Source: an optimization exercise on an open RTL-to-GDS flow (aim: small area). Production flows keep margins and buffers that such runs may drop.
In this exercise RTL edits were held to simulation tests only and were not proved equivalent to the original.

== main ==
Design top_gray_sobel, start of the top module:
module top_gray_sobel (
        input logic    clk_i,
        input logic    nreset_i,
        input logic    [1:0] select_i,
        input logic    finish_i,
        input logic    start_i,
        input logic    [MAX_PIXEL_BITS-1:0] in_pixel_i,
        output logic   [MAX_PIXEL_BITS-1:0] out_pixel_o,
        output logic   px_ready_sobel_o
    );
For scale: roughly 460 cells after synthesis, ~37 I/O pins, ~5200 sq um of cells after synthesis.
export LEC_CHECK = 0
export ABC_AREA = 1
export CAP_MARGIN = 20
export CORE_AREA = 5 5 115 115
export CTS_BUF_LIST = sky130_fd_sc_hd__clkbuf_4 sky130_fd_sc_hd__clkbuf_8
export DIE_AREA = 0 0 120 120
export SLEW_MARGIN = 20
export SYNTH_HIERARCHICAL = 1
export SYNTH_MINIMUM_KEEP_SIZE = 0
create_clock -name core_clock -period 10.0 [get_ports {clk_i}]
standard.sh (not shown) runs the stock make flow with config.mk's settings and CLKGATE_MAP_FILE= SYNTH_SCRIPT=/design/flow/synth_recipe.tcl, a recipe that flattens the netlist after the stock synthesis.
==> flow/flow/run.sh <==
#!/bin/bash
# The standard layout (standard.sh: the standard flow's synthesis and ORFS flow), with
#  - port buffers of the smallest buffer cell instead of the default choice,
#  - clock tree synthesis without dummy loads at the tree's leaves.
# Each tool's full output goes to a log of its own under orfs/logs; make's
# output goes to flow_make.log here.
set -euo pipefail
export BUFFER_PORTS_ARGS="-buffer_cell sky130_fd_sc_hd__buf_1"
export CTS_ARGS="-sink_clustering_enable -repair_clock_nets -dont_use_dummy_load -buf_list {sky130_fd_sc_hd__clkbuf_4 sky130_fd_sc_hd__clkbuf_8}"
bash standard.sh > flow_make.log 2>&1
Edits applied to the flow inputs when going from main to the feature branch:
diff --git a/flow/design.v b/flow/design.v
--- a/flow/design.v
+++ b/flow/design.v
@@ -6,24 +6,29 @@
     assign s  = a ^ b ^ c;
     assign co = (a & b) | (a & c) | (b & c);
 endmodule
 module ha (input logic a, b, output logic s, co);
     assign s  = a ^ b;
     assign co = a & b;
+endmodule
+module sel_xor (input logic a, b, output logic y);
+    assign y = a ^ b;
 endmodule
 import sobel_pkg::*;
 module top_gray_sobel (
         input logic    clk_i,
         input logic    nreset_i,
         input logic    [1:0] select_i,
         input logic    finish_i,
         input logic    start_i,
         input logic    [MAX_PIXEL_BITS-1:0] in_pixel_i,
         output logic   [MAX_PIXEL_BITS-1:0] out_pixel_o,
         output logic   px_ready_sobel_o
     );
+    logic sel12;
+    sel_xor sel_x (.a(select_i[0]), .b(select_i[1]), .y(sel12));
     wire sel0 = (select_i == 2'd0);
     wire sel1 = (select_i == 2'd1);
     wire sel2 = (select_i == 2'd2);
     wire sel3 = (select_i == 2'd3);
     logic [MAX_PIXEL_BITS-1:0] px_q;
     logic gray_busy_q, gray_valid_q, gray_busy_nx;
@@ -114,13 +119,13 @@
     logic [10:0] s_sum;
     logic [3:0] q;
     logic neg, sat, sat_q, q_gt;
     logic [6:0] mag, mag_q;
     logic [6:0] low_or;
     logic [7:0] sobel;
-    assign start_sobel = start_i & (sel1 | sel2);
+    assign start_sobel = start_i & sel12;
     assign in_gray_n = ~(sel1 ? in_pixel_i[7:0] : sel2 ? gray : 8'd0);
     always_comb begin
         st_nx  = st_q;
         result = 1'b0;
         case (st_q)
             S_IDLE: if (start_sobel) st_nx = S_F1;
@@ -281,17 +286,12 @@
     always_ff @(posedge clk_i) begin
         sat_q <= sat | (second & sat_q);
         mag_q <= (second & q_gt) ? mag_q : mag;
     end
     assign sobel = ~show ? 8'd0 : sat_q ? 8'hff : {mag_q, 1'b0};
     always_comb begin
-        case (select_i)
-            2'd0:       out_pixel_o = {7'b0, gray};
-            2'd1, 2'd2: out_pixel_o = {7'b0, sobel};
-            default:    out_pixel_o = byp_q ? px_q : '0;
-        endcase
-        case (select_i)
-            2'd1, 2'd2: px_ready_sobel_o = show;
-            default:    px_ready_sobel_o = 1'b0;
-        endcase
-    end
-endmodule
+        if (sel12)     out_pixel_o = {7'b0, sobel};
+        else if (sel0) out_pixel_o = {7'b0, gray};
+        else           out_pixel_o = byp_q ? px_q : '0;
+        px_ready_sobel_o = sel12 & show;
+    end
+endmodule
==> summary.txt <==
From main to the feature branch the numbers moved as follows: proportion of cell area occupied by multi-input gates now sits at about the same level; final estimated routing congestion in global placement down 0.031; setup slack picked up an extra 0.099 ns. [compare] base=main new=the feature branch: post-route cell area went down by 0.61%, cell count after synthesis went down by about 1.3%. Global-route wire length before repair shrinks by a few percent when moving from main to the feature branch. Between main and the feature branch, the difference in count of flip-flops with a built-in enable after synthesis is negligible. Area after detailed placement was lower in the run labelled the feature branch. Relative to main, final period utilization decreased by 0.99 points in the feature branch.

---

RTL: one of the versions met above, not the one the previous note started from.
For scale: about 370 cells after synthesis, about 94 flip-flops, roughly 37 I/O pins, ~5100 um2 of cells after synthesis.
Settings: LEC_CHECK=0, CAP_MARGIN=20, CORE_AREA=5 5 115 115, CTS_BUF_LIST=sky130_fd_sc_hd__clkbuf_4 sky130_fd_sc_hd__clkbuf_8, DIE_AREA=0 0 120 120, SLEW_MARGIN=20, SYNTH_HIERARCHICAL=1, SYNTH_MINIMUM_KEEP_SIZE=0; clock period 10.0 ns.
Scripts as last shown in full above: flow/flow/run.sh
Change:
--- a/flow/design.v
+++ b/flow/design.v
@@ -93,31 +93,32 @@
     logic gs37, gs38;
     fa gsu38 (.a(px_q[9]), .b(gs22), .c(gs36), .s(gs37), .co(gs38));
     assign gray_sum[6] = gs37;
     assign gray_sum[7] = gs38;
     assign gray = gray_valid_q ? gray_sum : 8'd0;
     localparam logic [3:0] S_IDLE = 4'd0;
-    localparam logic [3:0] S_F1   = 4'd1;
-    localparam logic [3:0] S_F2   = 4'd2;
-    localparam logic [3:0] S_F3   = 4'd3;
-    localparam logic [3:0] S_F4   = 4'd4;
-    localparam logic [3:0] S_F5   = 4'd5;
+    localparam logic [3:0] S_F1   = 4'd8;
+    localparam logic [3:0] S_F2   = 4'd4;
+    localparam logic [3:0] S_F3   = 4'd12;
+    localparam logic [3:0] S_F4   = 4'd2;
+    localparam logic [3:0] S_F5   = 4'd10;
     localparam logic [3:0] S_F6   = 4'd6;
-    localparam logic [3:0] S_F7   = 4'd7;
-    localparam logic [3:0] S_F8   = 4'd8;
+    localparam logic [3:0] S_F7   = 4'd14;
+    localparam logic [3:0] S_F8   = 4'd1;
     localparam logic [3:0] S_F9   = 4'd9;
-    localparam logic [3:0] S_WAIT = 4'd10;
-    localparam logic [3:0] S_N1   = 4'd11;
-    localparam logic [3:0] S_N2   = 4'd12;
-    localparam logic [3:0] S_N3   = 4'd13;
-    localparam logic [3:0] S_N0   = 4'd14;
+    localparam logic [3:0] S_WAIT = 4'd5;
+    localparam logic [3:0] S_N1   = 4'd13;
+    localparam logic [3:0] S_N2   = 4'd3;
+    localparam logic [3:0] S_N3   = 4'd11;
+    localparam logic [3:0] S_N0   = 4'd7;
     logic start_sobel;
     logic [7:0] in_gray_n;             
     logic [3:0] st_q, st_nx;
     logic result, show, second;
     logic [7:0] w1, w2, w3, w4, w5, w6, w7, w8, p2_n;
+    logic p2_ok;
     logic [7:0] op_p0, op_p1, op_p2, op_n0, op_n1, op_n2;
     logic [10:0] s_sum;
     logic [3:0] q;
     logic neg, sat, sat_q, q_gt;
     logic [6:0] mag, mag_q;
     logic [6:0] low_or;
@@ -153,28 +154,31 @@
         endcase
     end
     assign show   = (st_q == S_WAIT) | (st_q == S_N0);
     assign second = (st_q == S_F9) | (st_q == S_N3);
     always_ff @(posedge clk_i or negedge nreset_i) begin
         if (!nreset_i) begin
-            st_q <= S_IDLE;
-            p2_n <= '1;
+            st_q  <= S_IDLE;
+            p2_ok <= 1'b0;
         end else begin
-            st_q <= st_nx;
-            if (result) p2_n <= in_gray_n;
+            st_q  <= st_nx;
+            if (result) p2_ok <= 1'b1;
         end
+    end
+    always_ff @(posedge clk_i) begin
+        if (result) p2_n <= in_gray_n;
     end
     always_ff @(posedge clk_i) begin
         if (!show) begin
             w1 <= w2; w2 <= w3; w3 <= w4; w4 <= w5;
             w5 <= w6; w6 <= w7; w7 <= w8; w8 <= in_gray_n;
         end
     end
     assign op_p0 = ~w7;
     assign op_p1 = second ? ~w4 : ~in_gray_n;
-    assign op_p2 = second ? ~w8 : ~p2_n;
+    assign op_p2 = second ? ~w8 : p2_ok ? ~p2_n : 8'd0;
     assign op_n0 = w2;
     assign op_n1 = w3;
     assign op_n2 = second ? w6 : w5;
     logic ss1, ss2;
     fa ssu2 (.a(op_p0[0]), .b(op_p2[0]), .c(op_n0[0]), .s(ss1), .co(ss2));
     logic ss3, ss4;
Result: The changed run passed the timing, DRC and antenna checks; sequential share of layout area climbs by 1.8 points; wire length drops by 5.1%; final area drops by 1.6%; die area stays the same; critical path depth climbs by 1; first-iteration DRC count drops by 6.1%; final cell count drops by 3.9%.

---

Another version of the RTL of top_gray_sobel (not shown whole).
For scale: roughly 95 flip-flops.
clock: 10.0 ns
lec_check: 0
cap_margin: 20
core_area: 5 5 115 115
cts_buf_list: sky130_fd_sc_hd__clkbuf_4 sky130_fd_sc_hd__clkbuf_8
die_area: 0 0 120 120
slew_margin: 20
synth_hierarchical: 1
synth_minimum_keep_size: 0
Scripts as last shown in full above: flow/flow/run.sh
==> next run, changes <==
--- a/flow/design.v
+++ b/flow/design.v
@@ -90,37 +90,37 @@
     logic gs35, gs36;
     fa gsu36 (.a(gs24), .b(gs21), .c(gs34), .s(gs35), .co(gs36));
     assign gray_sum[5] = gs35;
     logic gs37, gs38;
     fa gsu38 (.a(px_q[9]), .b(gs22), .c(gs36), .s(gs37), .co(gs38));
     assign gray_sum[6] = gs37;
     assign gray_sum[7] = gs38;
     assign gray = gray_valid_q ? gray_sum : 8'd0;
     localparam logic [3:0] S_IDLE = 4'd0;
-    localparam logic [3:0] S_F1   = 4'd1;
-    localparam logic [3:0] S_F2   = 4'd2;
-    localparam logic [3:0] S_F3   = 4'd3;
-    localparam logic [3:0] S_F4   = 4'd4;
-    localparam logic [3:0] S_F5   = 4'd5;
+    localparam logic [3:0] S_F1   = 4'd8;
+    localparam logic [3:0] S_F2   = 4'd4;
+    localparam logic [3:0] S_F3   = 4'd12;
+    localparam logic [3:0] S_F4   = 4'd2;
+    localparam logic [3:0] S_F5   = 4'd10;
     localparam logic [3:0] S_F6   = 4'd6;
-    localparam logic [3:0] S_F7   = 4'd7;
-    localparam logic [3:0] S_F8   = 4'd8;
+    localparam logic [3:0] S_F7   = 4'd14;
+    localparam logic [3:0] S_F8   = 4'd1;
     localparam logic [3:0] S_F9   = 4'd9;
-    localparam logic [3:0] S_WAIT = 4'd10;
-    localparam logic [3:0] S_N1   = 4'd11;
-    localparam logic [3:0] S_N2   = 4'd12;
-    localparam logic [3:0] S_N3   = 4'd13;
-    localparam logic [3:0] S_N0   = 4'd14;
+    localparam logic [3:0] S_WAIT = 4'd5;
+    localparam logic [3:0] S_N1   = 4'd13;
+    localparam logic [3:0] S_N2   = 4'd3;
+    localparam logic [3:0] S_N3   = 4'd11;
+    localparam logic [3:0] S_N0   = 4'd7;
     logic start_sobel;
     logic [7:0] in_gray_n;             
     logic [3:0] st_q, st_nx;
     logic result, show, second;
-    logic [7:0] w1, w2, w3, w4, w5, w6, w7, w8, p2_n;
+    logic [7:0] w2, w3, w4, w5, w6, w7, w8, p2_n;
     logic p2_ok;
     logic [7:0] op_p0, op_p1, op_p2, op_n0, op_n1, op_n2;
     logic [10:0] s_sum;
     logic [3:0] q;
     logic neg, sat, sat_q, q_gt;
     logic [6:0] mag, mag_q;
     logic [6:0] low_or;
     logic [7:0] sobel;
     assign start_sobel = start_i & sel12;
@@ -162,21 +162,22 @@
         end else begin
             st_q  <= st_nx;
             if (result) p2_ok <= 1'b1;
         end
     end
     always_ff @(posedge clk_i) begin
         if (result) p2_n <= in_gray_n;
     end
     always_ff @(posedge clk_i) begin
+        w2 <= w3;
         if (!show) begin
-            w1 <= w2; w2 <= w3; w3 <= w4; w4 <= w5;
-            w5 <= w6; w6 <= w7; w7 <= w8; w8 <= in_gray_n;
+            w3 <= w4; w4 <= w5; w5 <= w6;
+            w6 <= w7; w7 <= w8; w8 <= in_gray_n;
         end
     end
     assign op_p0 = ~w7;
     assign op_p1 = second ? ~w4 : ~in_gray_n;
     assign op_p2 = second ? ~w8 : p2_ok ? ~p2_n : 8'd0;
     assign op_n0 = w2;
     assign op_n1 = w3;
     assign op_n2 = second ? w6 : w5;
     logic ss1, ss2;
Outcome:
- via count is about the same
- non-clock buffer count shrinks by 1
- clock-buffer cell count is unchanged
- utilization drops by 0.74 points
- clock skew went up by 9.7 ps
- die area is unchanged

==> afterwards: timing with drivers on the ports <==
No port has a modelled driver above. Below, the same layouts with a new extraction and two added sets of constraints.
Step 1 sets driving cells, clkbuf_16 on the clock port and buf_2 on the other inputs (assumed; they add their load-dependent delay and slew).
Step 2 times the ports against the registers' clock, not the clock port: input delays grow and output delays shrink by t, the midpoint of the rising clock arrivals with the driver on.
Three values: ideal ports, drivers, drivers and shift; two values: the first two.
| run | t (ns) | slack for setup (ns) | clock arrival spread, ns |
|---|---|---|---|
| main | 0.396 | 2.597 / 2.607 / 2.211 | 0.028 / 0.028 |
| the feature branch | 0.403 | 2.697 / 2.697 / 2.388 | 0.030 / 0.029 |
| the first run of note 2 | 0.383 | 2.256 / 2.268 / 1.885 | 0.023 / 0.023 |
| the second run of note 2 | 0.392 | 2.087 / 2.100 / 1.708 | 0.023 / 0.022 |
| the first run of note 3 | 0.379 | 2.198 / 2.198 / 1.829 | 0.015 / 0.014 |
| the second run of note 3 | 0.385 | 2.071 / 2.082 / 1.697 | 0.024 / 0.024 |
After both steps every run listed still meets setup and hold. The setup slack of main, which loses most, moves by +0.010 ns with the drivers and by -0.386 ns with both steps.
